Source: an optimization exercise on an open RTL-to-GDS flow (aim: small area, a short achievable clock period and few clock cycles). Production flows keep margins and buffers that such runs may drop.
In this exercise RTL edits were held to simulation tests only and were not proved equivalent to the original.
Power and IR drop assume default switching activity.

<file path="flow/run.sh">
#!/bin/bash
# synth_recipe.tcl (not shown) runs the flow's synth.tcl, then flattens the netlist and writes it again
# the make line also repeats each setting of config.mk as NAME=value (left out here)
make -C /OpenROAD-flow-scripts/flow DESIGN_CONFIG=/design/flow/config.mk WORK_HOME=/design/flow/orfs CLKGATE_MAP_FILE= SYNTH_SCRIPT=/design/flow/synth_recipe.tcl finish
</file>
<file path="flow/design.v">
module EXT( Imm16, EXTOp, Imm32 );
   input  [15:0] Imm16;
   input         EXTOp;
   output [31:0] Imm32;
   assign Imm32 = (EXTOp) ? {{16{Imm16[15]}}, Imm16} : {16'd0, Imm16};  
endmodule
module NPC(PC, NPCOp, PCJR, IMM, NPC);   
   input  [31:0] PC;         
   input  [1:0]  NPCOp;      
   input  [25:0] IMM;        
   input  [31:0] PCJR;
   output reg [31:0] NPC;    
   wire [31:0] PCPLUS4;
   assign PCPLUS4 = PC + 4;  
   always @(*) begin
      case (NPCOp)
          2'b00:  NPC = PCPLUS4;
          2'b01: NPC = PCPLUS4 + {{14{IMM[15]}}, IMM[15:0], 2'b00};
          2'b10:   NPC = {PCPLUS4[31:28], IMM[25:0], 2'b00};
		  2'b11:    NPC = PCJR;
          default:     NPC = PCPLUS4;
      endcase
   end  
endmodule
module PC( clk, rst, NPC, PC );
  input              clk;
  input              rst;
  input       [31:0] NPC;
  output reg  [31:0] PC;
  always @(posedge clk, posedge rst)
    if (rst) 
      PC <= 32'h0000_0000;
    else
      PC <= NPC;
endmodule
  module RF(   input         clk, 
               input         rst,
               input         RFWr, 
               input  [4:0]  A1, A2, A3, 
               input  [31:0] WD, 
               output [31:0] RD1, RD2);
  reg [31:0] rf[31:0];
  integer i;
  always @(posedge clk, posedge rst)
    if (rst) begin     
      for (i=1; i<32; i=i+1)
        rf[i] <= 0;  
    end
    else 
      if (RFWr) begin
        rf[A3] <= WD;
      end
  assign RD1 = (A1 != 0) ? rf[A1] : 0;
  assign RD2 = (A2 != 0) ? rf[A2] : 0;
endmodule 
module alu(A, B, ALUOp, C, Zero);
   input  signed [31:0] A, B;
   input         [3:0]  ALUOp;
   output signed [31:0] C;
   output Zero;
   reg signed [31:0] C;
   integer    i;
   always @( * ) begin
      case ( ALUOp )
          4'b0000:  C = A;                           
          4'b0001:  C = A + B;                       
          4'b0010:  C = A - B;                       
          4'b0011:  C = A & B;                       
          4'b0100:   C = A | B;                       
          4'b0101:  C = (A < B) ? 32'd1 : 32'd0;     
          4'b0110: C = ({1'b0, A} < {1'b0, B}) ? 32'd1 : 32'd0;
		  4'b0111:  C = ~(A | B);                    
		  4'b1000:  C = B << A; 	 	   			  
		  4'b1001:  C = B >> A;					  
		  4'b1010:  C = B >>> A;           		  
		  4'b1011: C = B << A[4:0];					  
		  4'b1100: C = B >> A[4:0]; 					  
		  4'b1101: C = B << 16; 					  
          default:   C = A;                           
      endcase
   end  
   assign Zero = (C == 32'b0);
endmodule
module ctrl(Op, Funct, Zero, 
            RegWrite, MemWrite,
            EXTOp, ALUOp, NPCOp, 
            ALUSrc, GPRSel, WDSel , ARegSel
            );
   input  [5:0] Op;        
   input  [5:0] Funct;     
   input        Zero;
   output       RegWrite;  
   output       MemWrite;  
   output       EXTOp;     
   output [3:0] ALUOp;     
   output [1:0] NPCOp;     
   output       ALUSrc;    
   output       ARegSel;
   output [1:0] GPRSel;    
   output [1:0] WDSel;     
   wire rtype  = ~|Op;
   wire i_add  = rtype& Funct[5]&~Funct[4]&~Funct[3]&~Funct[2]&~Funct[1]&~Funct[0];  
   wire i_sub  = rtype& Funct[5]&~Funct[4]&~Funct[3]&~Funct[2]& Funct[1]&~Funct[0];  
   wire i_and  = rtype& Funct[5]&~Funct[4]&~Funct[3]& Funct[2]&~Funct[1]&~Funct[0];  
   wire i_or   = rtype& Funct[5]&~Funct[4]&~Funct[3]& Funct[2]&~Funct[1]& Funct[0];  
   wire i_slt  = rtype& Funct[5]&~Funct[4]& Funct[3]&~Funct[2]& Funct[1]&~Funct[0];  
   wire i_sltu = rtype& Funct[5]&~Funct[4]& Funct[3]&~Funct[2]& Funct[1]& Funct[0];  
   wire i_addu = rtype& Funct[5]&~Funct[4]&~Funct[3]&~Funct[2]&~Funct[1]& Funct[0];  
   wire i_subu = rtype& Funct[5]&~Funct[4]&~Funct[3]&~Funct[2]& Funct[1]& Funct[0];  
   wire i_jr   = rtype&~Funct[5]&~Funct[4]& Funct[3]&~Funct[2]&~Funct[1]&~Funct[0];  
   wire i_jalr = rtype&~Funct[5]&~Funct[4]& Funct[3]&~Funct[2]&~Funct[1]& Funct[0];  
   wire i_nor  = rtype& Funct[5]&~Funct[4]&~Funct[3]& Funct[2]& Funct[1]& Funct[0];  
   wire i_sll  = rtype&~Funct[5]&~Funct[4]&~Funct[3]&~Funct[2]&~Funct[1]&~Funct[0];  
   wire i_srl  = rtype&~Funct[5]&~Funct[4]&~Funct[3]&~Funct[2]& Funct[1]&~Funct[0];  
   wire i_sra  = rtype&~Funct[5]&~Funct[4]&~Funct[3]&~Funct[2]& Funct[1]& Funct[0];  
   wire i_sllv = rtype&~Funct[5]&~Funct[4]&~Funct[3]& Funct[2]&~Funct[1]&~Funct[0];  
   wire i_srlv = rtype&~Funct[5]&~Funct[4]&~Funct[3]& Funct[2]& Funct[1]&~Funct[0];  
   wire i_addi = ~Op[5]&~Op[4]& Op[3]&~Op[2]&~Op[1]&~Op[0];  
   wire i_ori  = ~Op[5]&~Op[4]& Op[3]& Op[2]&~Op[1]& Op[0];  
   wire i_lw   =  Op[5]&~Op[4]&~Op[3]&~Op[2]& Op[1]& Op[0];  
   wire i_sw   =  Op[5]&~Op[4]& Op[3]&~Op[2]& Op[1]& Op[0];  
   wire i_beq  = ~Op[5]&~Op[4]&~Op[3]& Op[2]&~Op[1]&~Op[0];  
   wire i_bne  = ~Op[5]&~Op[4]&~Op[3]& Op[2]&~Op[1]& Op[0];  
   wire i_slti = ~Op[5]&~Op[4]& Op[3]&~Op[2]& Op[1]&~Op[0];  
   wire i_lui  = ~Op[5]&~Op[4]& Op[3]& Op[2]& Op[1]& Op[0];  
   wire i_andi = ~Op[5]&~Op[4]& Op[3]& Op[2]&~Op[1]&~Op[0];  
   wire i_j    = ~Op[5]&~Op[4]&~Op[3]&~Op[2]& Op[1]&~Op[0];   
   wire i_jal  = ~Op[5]&~Op[4]&~Op[3]&~Op[2]& Op[1]& Op[0];   
  assign RegWrite   = rtype | i_lw | i_addi | i_ori | i_jal | i_jalr | i_slti | i_lui | i_andi;  
  assign MemWrite   = i_sw;                            
  assign ALUSrc     = i_lw | i_sw | i_addi | i_ori | i_slti | i_lui | i_andi;    
  assign EXTOp      = i_addi | i_lw | i_sw | i_slti |i_lui;            
  assign ARegSel  = i_sll | i_srl | i_sra ;
  assign GPRSel[0] = i_lw | i_addi | i_ori | i_lui | i_andi | i_slti;
  assign GPRSel[1] = i_jal | i_jalr;
  assign WDSel[0] = i_lw;
  assign WDSel[1] = i_jal | i_jalr;
  assign NPCOp[0] = (i_beq & Zero) | (i_bne & ~Zero) | i_jr | i_jalr;
  assign NPCOp[1] = i_j | i_jal | i_jr | i_jalr;
  assign ALUOp[0] = i_add | i_lw | i_sw | i_addi | i_and | i_slt | i_addu | i_nor | i_srl | i_sllv | i_slti | i_lui | i_andi;
  assign ALUOp[1] = i_sub | i_beq | i_and | i_sltu | i_subu | i_bne | i_nor | i_sra | i_sllv | i_andi;
  assign ALUOp[2] = i_or | i_ori | i_slt | i_sltu | i_nor | i_srlv | i_slti | i_lui;
  assign ALUOp[3] = i_sll | i_sra | i_srl | i_sllv | i_srlv | i_lui;
endmodule
module mux2 #(parameter WIDTH = 8)
             (d0, d1,
              s, y);
    input  [WIDTH-1:0] d0, d1;
    input              s;
    output [WIDTH-1:0] y;
    assign y = ( s == 1'b1 ) ? d1:d0;
endmodule
module mux4 #(parameter WIDTH = 8)
             (d0, d1, d2, d3,
              s, y);
    input  [WIDTH-1:0] d0, d1, d2, d3;
    input  [1:0] s;
    output [WIDTH-1:0] y;
    reg [WIDTH-1:0] y_r;
    always @( * ) begin
        case ( s )
            2'b00: y_r = d0;
            2'b01: y_r = d1;
            2'b10: y_r = d2;
            2'b11: y_r = d3;
            default: ;
        endcase
    end  
    assign y = y_r;
endmodule
module mux8 #(parameter WIDTH = 8)
             (d0, d1, d2, d3,
              d4, d5, d6, d7,
              s, y);
    input  [WIDTH-1:0] d0, d1, d2, d3;
    input  [WIDTH-1:0] d4, d5, d6, d7;
    input  [2:0]       s;
    output [WIDTH-1:0] y;
    reg [WIDTH-1:0] y_r;
    always @( * ) begin
        case ( s )
            3'd0: y_r = d0;
            3'd1: y_r = d1;
            3'd2: y_r = d2;
            3'd3: y_r = d3;
            3'd4: y_r = d4;
            3'd5: y_r = d5;
            3'd6: y_r = d6;
            3'd7: y_r = d7;
            default: ;
        endcase
    end  
    assign y = y_r;
endmodule
module mux16 #(parameter WIDTH = 8)
             (d0, d1, d2, d3,
              d4, d5, d6, d7,
              d8, d9, d10, d11,
              d12, d13, d14, d15,
              s, y);
    input [WIDTH-1:0] d0, d1, d2, d3;
    input [WIDTH-1:0] d4, d5, d6, d7;
    input [WIDTH-1:0] d8, d9, d10, d11;
    input [WIDTH-1:0] d12, d13, d14, d15;
    input [3:0] s;
    output [WIDTH-1:0] y;
    reg [WIDTH-1:0] y_r;
    always @( * ) begin
        case ( s )
            4'd0:  y_r = d0;
            4'd1:  y_r = d1;
            4'd2:  y_r = d2;
            4'd3:  y_r = d3;
            4'd4:  y_r = d4;
            4'd5:  y_r = d5;
            4'd6:  y_r = d6;
            4'd7:  y_r = d7;
            4'd8:  y_r = d8;
            4'd9:  y_r = d9;
            4'd10: y_r = d10;
            4'd11: y_r = d11;
            4'd12: y_r = d12;
            4'd13: y_r = d13;
            4'd14: y_r = d14;
            4'd15: y_r = d15;
            default: ;
        endcase
    end  
    assign y = y_r;
endmodule
module sccpu( clk, rst, instr, readdata, PC, MemWrite, aluout, writedata);
   input      clk;           
   input      rst;           
   input [31:0]  instr;      
   input [31:0]  readdata;   
   output [31:0] PC;         
   output        MemWrite;   
   output [31:0] aluout;     
   output [31:0] writedata;  
   wire        RegWrite;     
   wire        EXTOp;        
   wire [3:0]  ALUOp;        
   wire [1:0]  NPCOp;        
   wire [1:0]  WDSel;        
   wire [1:0]  GPRSel;       
   wire        ALUSrc;       
   wire		   ARegSel;
   wire        Zero;         
   wire [31:0] NPC;          
   wire [4:0]  rs;           
   wire [4:0]  rt;           
   wire [4:0]  rd;           
   wire [5:0]  Op;           
   wire [5:0]  Funct;        
   wire [31:0] shamt;   
   wire [15:0] Imm16;        
   wire [31:0] Imm32;        
   wire [25:0] IMM;          
   wire [4:0]  A3;           
   wire [31:0] WD;           
   wire [31:0] RD1;          
   wire [31:0] B;            
   wire [31:0] A;
   assign Op = instr[31:26];   
   assign Funct = instr[5:0];  
   assign rs = instr[25:21];   
   assign rt = instr[20:16];   
   assign rd = instr[15:11];   
   assign shamt = {27'b0,instr[10:6]};
   assign Imm16 = instr[15:0]; 
   assign IMM = instr[25:0];   
   ctrl U_CTRL ( 
      .Op(Op), .Funct(Funct), .Zero(Zero),
      .RegWrite(RegWrite), .MemWrite(MemWrite),
      .EXTOp(EXTOp), .ALUOp(ALUOp), .NPCOp(NPCOp), 
      .ALUSrc(ALUSrc), .GPRSel(GPRSel), .WDSel(WDSel), .ARegSel(ARegSel)
   );
   PC U_PC (
      .clk(clk), .rst(rst), .NPC(NPC), .PC(PC)
   ); 
   NPC U_NPC ( 
      .PC(PC), .NPCOp(NPCOp), .PCJR(RD1), .IMM(IMM), .NPC(NPC) 
   );
   RF U_RF (
      .clk(clk), .rst(rst), .RFWr(RegWrite), 
      .A1(rs), .A2(rt), .A3(A3), 
      .WD(WD), 
      .RD1(RD1), .RD2(writedata)
   );
   mux4 #(5) U_MUX4_GPR_A3 (
      .d0(rd), .d1(rt), .d2(5'b11111), .d3(5'b0), .s(GPRSel), .y(A3)
   );
   mux4 #(32) U_MUX4_GPR_WD (
      .d0(aluout), .d1(readdata), .d2(PC + 4), .d3(32'b0), .s(WDSel), .y(WD)
   );
   EXT U_EXT ( 
      .Imm16(Imm16), .EXTOp(EXTOp), .Imm32(Imm32) 
   );
   mux2 #(32) U_MUX_ALU_B (
      .d0(writedata), .d1(Imm32), .s(ALUSrc), .y(B)
   );   
   mux2 #(32) U_MUX_ALU_A (
	  .d0(RD1), .d1(shamt), .s(ARegSel), .y(A)
   );
   alu U_ALU ( 
      .A(A), .B(B), .ALUOp(ALUOp), .C(aluout), .Zero(Zero)
   );
endmodule
</file>
<file path="flow/constraint.sdc">
create_clock -name core_clock -period 15.0 [get_ports {clk}]
set_input_delay 3.0000 -clock core_clock [delete_from_list [all_inputs] [get_ports {clk}]]
set_output_delay 3.0000 -clock core_clock [all_outputs]
set_load 0.01 [all_outputs]
</file>
<file path="flow/config.mk">
export PLATFORM = sky130hd
export DESIGN_NAME = sccpu
export DESIGN_NICKNAME = sccpu
export VERILOG_FILES = /design/flow/design.v
export SDC_FILE = /design/flow/constraint.sdc
export NUM_CORES = 8
export LEC_CHECK = 0
export CAP_MARGIN = 20
export CORE_MARGIN = 2
export CORE_UTILIZATION = 40
export SLEW_MARGIN = 20
</file>
==> impl_metrics.yaml <==
status:
  status: "no timing/DRC/antenna violations"
clock_network:
  cts.clk_slew.worst_paths_ps: 60
  cts_buffer_depth: 3
  cts_tree: "yes"
  cts_root_buffer: "clkbuf_16"
  numCtsBuffers: 113
  htreeDepth: 3
  post_cts_resized: 0
  post_cts_buffers: 0
  cts_hold_buf: 0
  clkSinkCount: 1024
  clk_latency_ps: 830
placement:
  gp_congestion: 1.086
  dp_hpwl_um: 312300
  io_buffer_count: 162
  dp.cells: 9998
die:
  fp.dieH_um: 407.8
  die_w_um: 407.8
  dieArea_um2: 166300
  io_pins: 163
  initial_core_util: 0.4016
  core-area_um2: 162400
  rows: 148
power:
  peakVddDrop_mv: 0.1029
  totalPowerFinal_mw: 9.283
  p_leak_nw: 34.77
  power_density_nw_per_um2: 123.6
critical_path:
  path_delay_family: "compound AO/OA/AOI/OAI gates"
  path_buf_inv: 8
  critPathMaxStageDelay_ps: 910
  worstPathArrival_ps: 11570
  cp_slowest_cell: "clkdlybuf4s50_1"
  path_class: "in -> out"
  cp-end-kind: "primary output"
  cp_max_fo: 16
  start_kind: "input port"
  worstPathRequired_ps: 12000
timing:
  timing.fmax_mhz: 68.65
  rsz0062_at_grt: "false"
  fin_crit_ps: 14570
  hold_violations: 0
  setup_violations: 0
  drv_slew: 0
  post-route-period-util: 0.9711
  tightest_slew_ps: 1411
  finalClockSkew_ps: 74.06
  slew_headroom: 0.05928
synth:
  synth-warning-count: 7
  synth_top_area_cell: "dfrtp_1"
  synth_edf_count: 0
  synth_cell_types: 104
  synth_ff_type: "dfrtp_1"
  ys_async_sr_fraction: 1.000
  syn-cell-area_um2: 65230
  ys_seq_area_frac: 0.3928
  ys_top_cells_by_area: "dfrtp_1, nand2_1, o21ai_0"
  ys_seq_elements: 1024
  syn_nets: 8209
  postSynthAreaPerCell_um2: 8.139
  yosysTopAreaCellShare: 0.3928
  synthCells: 8014
global_routing:
  grt_use_met1: 0.6232
  grt_pass1_wl_um: 605900
  grt_pass1_vias: 68360
  antenna_found_initial: 67
  met3_usage: 0.2207
  grt_busiest_layer: "met2"
  grt_usage: 0.5276
  grt-ovfl-total: 0
  grt_max_degree: 184
  use_met2: 0.7318
hold_path:
  min_path_type: "reg -> reg"
cells_and_area:
  layout.cells.non_filler: 10280
  drive_gt1_frac: 0.1080
  syn_to_final_growth_pct: 15.15
  nets: 8139
detailed_routing:
  vias_per_cell: 7.349
  first_pass_iters: 9
  drt_iter0_drc: 13580
  route.vias.total: 75520
  drc: 0
  post_drt_wl_per_cell_um: 43.98
  finalWirelength_um: 451900
  drtAntennaViolNets: 0
job:
  cap_violations: 0
-- path summary, 6_finish.rpt --
check / slack, ps / depth (start not counted) / endpoint / from
hold reg to reg: 500 / 2 / U_RF.rf[8][28] / U_RF.rf[8][28]
hold / removal: 500 / 2 / U_RF.rf[8][28] / U_RF.rf[8][28]
max in group asynchronous: 9390 / 5 / U_RF.rf[3][20] / rst
min in group asynchronous: 2560 / 2 / U_RF.rf[6][2] / rst
setup reg to reg: 5050 / 28 / U_PC.PC[23] / U_RF.rf[19][4]
setup / recovery: 430 / 28 / aluout[27] / instr[24]
-- stage by stage --
stage	cell area (um^2)	utilization	hold WS, ps	setup slack, ps	setup TNS, ps
floorplan	65230	-	449.8	-2114	-2164670
global placement	70770	0.4358	467.3	848.4	0
detailed placement	70820	0.4361	479.4	828.9	0
CTS	74800	0.4606	493.2	822.6	0
global route	74950	0.4615	517.5	378.3	0
finish	75110	0.4625	500.9	433.4	0
-- report_power, final --
group / switching, mW / internal (mW) / total (mW)
logic: 2.04 / 0.858 / 2.90
clock network: 1.29 / 1.77 / 3.06
registers: 0.312 / 3.01 / 3.32
-- per-layer routing --
metal / wire [um] / vias up
met5: 577 / -
met4: 50350 / 34
met3: 64450 / 2404
met2: 180000 / 7253
met1: 156500 / 36470
li1: - / 29360
-- cell usage after synthesis (all sizes together), types with 15 or more instances --
cell type,count
a2111o,37
a2111oi,195
a211oi,33
a21o,28
a21oi,169
a221o,29
a221oi,94
a22o,39
a22oi,343
a31oi,42
a41oi,18
and2,30
and3,772
and4,46
buf,86
clkbuf,674
dfrtp,1024
ha,126
inv,130
mux2,21
mux2i,118
nand2,1465
nand2b,39
nand3,228
nand3b,22
nand4,102
nor2,314
nor2b,22
nor3,68
nor3b,15
nor4,34
o2111ai,16
o211ai,59
o21ai,1103
o221ai,33
o22ai,42
or2,30
or3,29
or4,29
xnor2,48
xor2,37
-- logic make-up after synthesis --
kind of cell,count (synthesis),share of synthesized area
and+or+nand+nor,3298,0.2480
muxes,145,0.02417
AOI/OAI and AO/OA,2439,0.2449
xor gates and xnor gates,85,0.01141
DFF,1024,0.3928
adders and majority gates,129,0.02509
buffers and inverters,894,0.05358
-- worst min-delay path, delay by kind of cell (launching register included) --
family             cells  cell delay, ps
DFF                    1             360
AOI/OAI and AO/OA      1              60
and+or+nand+nor        1              50
-- final cells by class --
| cell class | instances | area [um^2] |
|---|---|---|
| multi-input combinational | 6096 | 37210 |
| clock inverter | 53 | 820.8 |
| antenna | 65 | 162.7 |
| inverter | 134 | 511.7 |
| tap | 2175 | 2721 |
| fill | 16130 | 87290 |
| clock buffer | 153 | 3159 |
| timing repair buffer | 575 | 4898 |
| sequential | 1024 | 25620 |
-- layout by cell type (no fill, tap or decap), drive strengths merged, types with 42 or more instances in the layout --
cell type      netlist  final
diode                0     65
a2111oi            195    195
o22ai               42     42
dfrtp             1024   1024
o211ai              59     59
nand3              228    228
inv                130    136
clkdlybuf4s50        0    155
mux2i              118    118
o21ai             1103   1103
nand4              102    102
and3               772    772
nor2               314    314
buf                 86    419
clkbuf             674    154
a21oi              169    169
a31oi               42     42
and4                46     46
xnor2               48     48
nor3                68     68
a221oi              94     94
ha                 126    126
a22oi              343    343
nand2             1465   1465
-- flip-flops by register name, indices dropped and copies added (netlist names) --
register  count
U_PC.PC      32
U_RF.rf     992
Testbench counts, summed over its fixed seeds: cycles 63,280.

[port drivers added, routing unchanged]
How much do the figures lean on ideal ports? The routed layout below was timed once more, with nothing changed but the port constraints.
Step 1, drivers: a clkbuf_16 drives clk and a buf_2 each remaining input, both assumed.
Step 2 moves the port delays by t, midway between the first and last clock arrival at a register: inputs arrive t later, outputs are due t later. That takes back most of the time a late clock gives input paths.
a / b / c = no drivers / after step 1 / after step 2; a / b = the first two.
t, ns: 0.880
setup WS [ns]: 0.433 / 0.408 / 0.408
cell pins on the clock port's net: 1
After both steps setup and hold are still met in this run. The setup slack of this run moves by -0.025 ns with the drivers and by -0.025 ns with both steps.
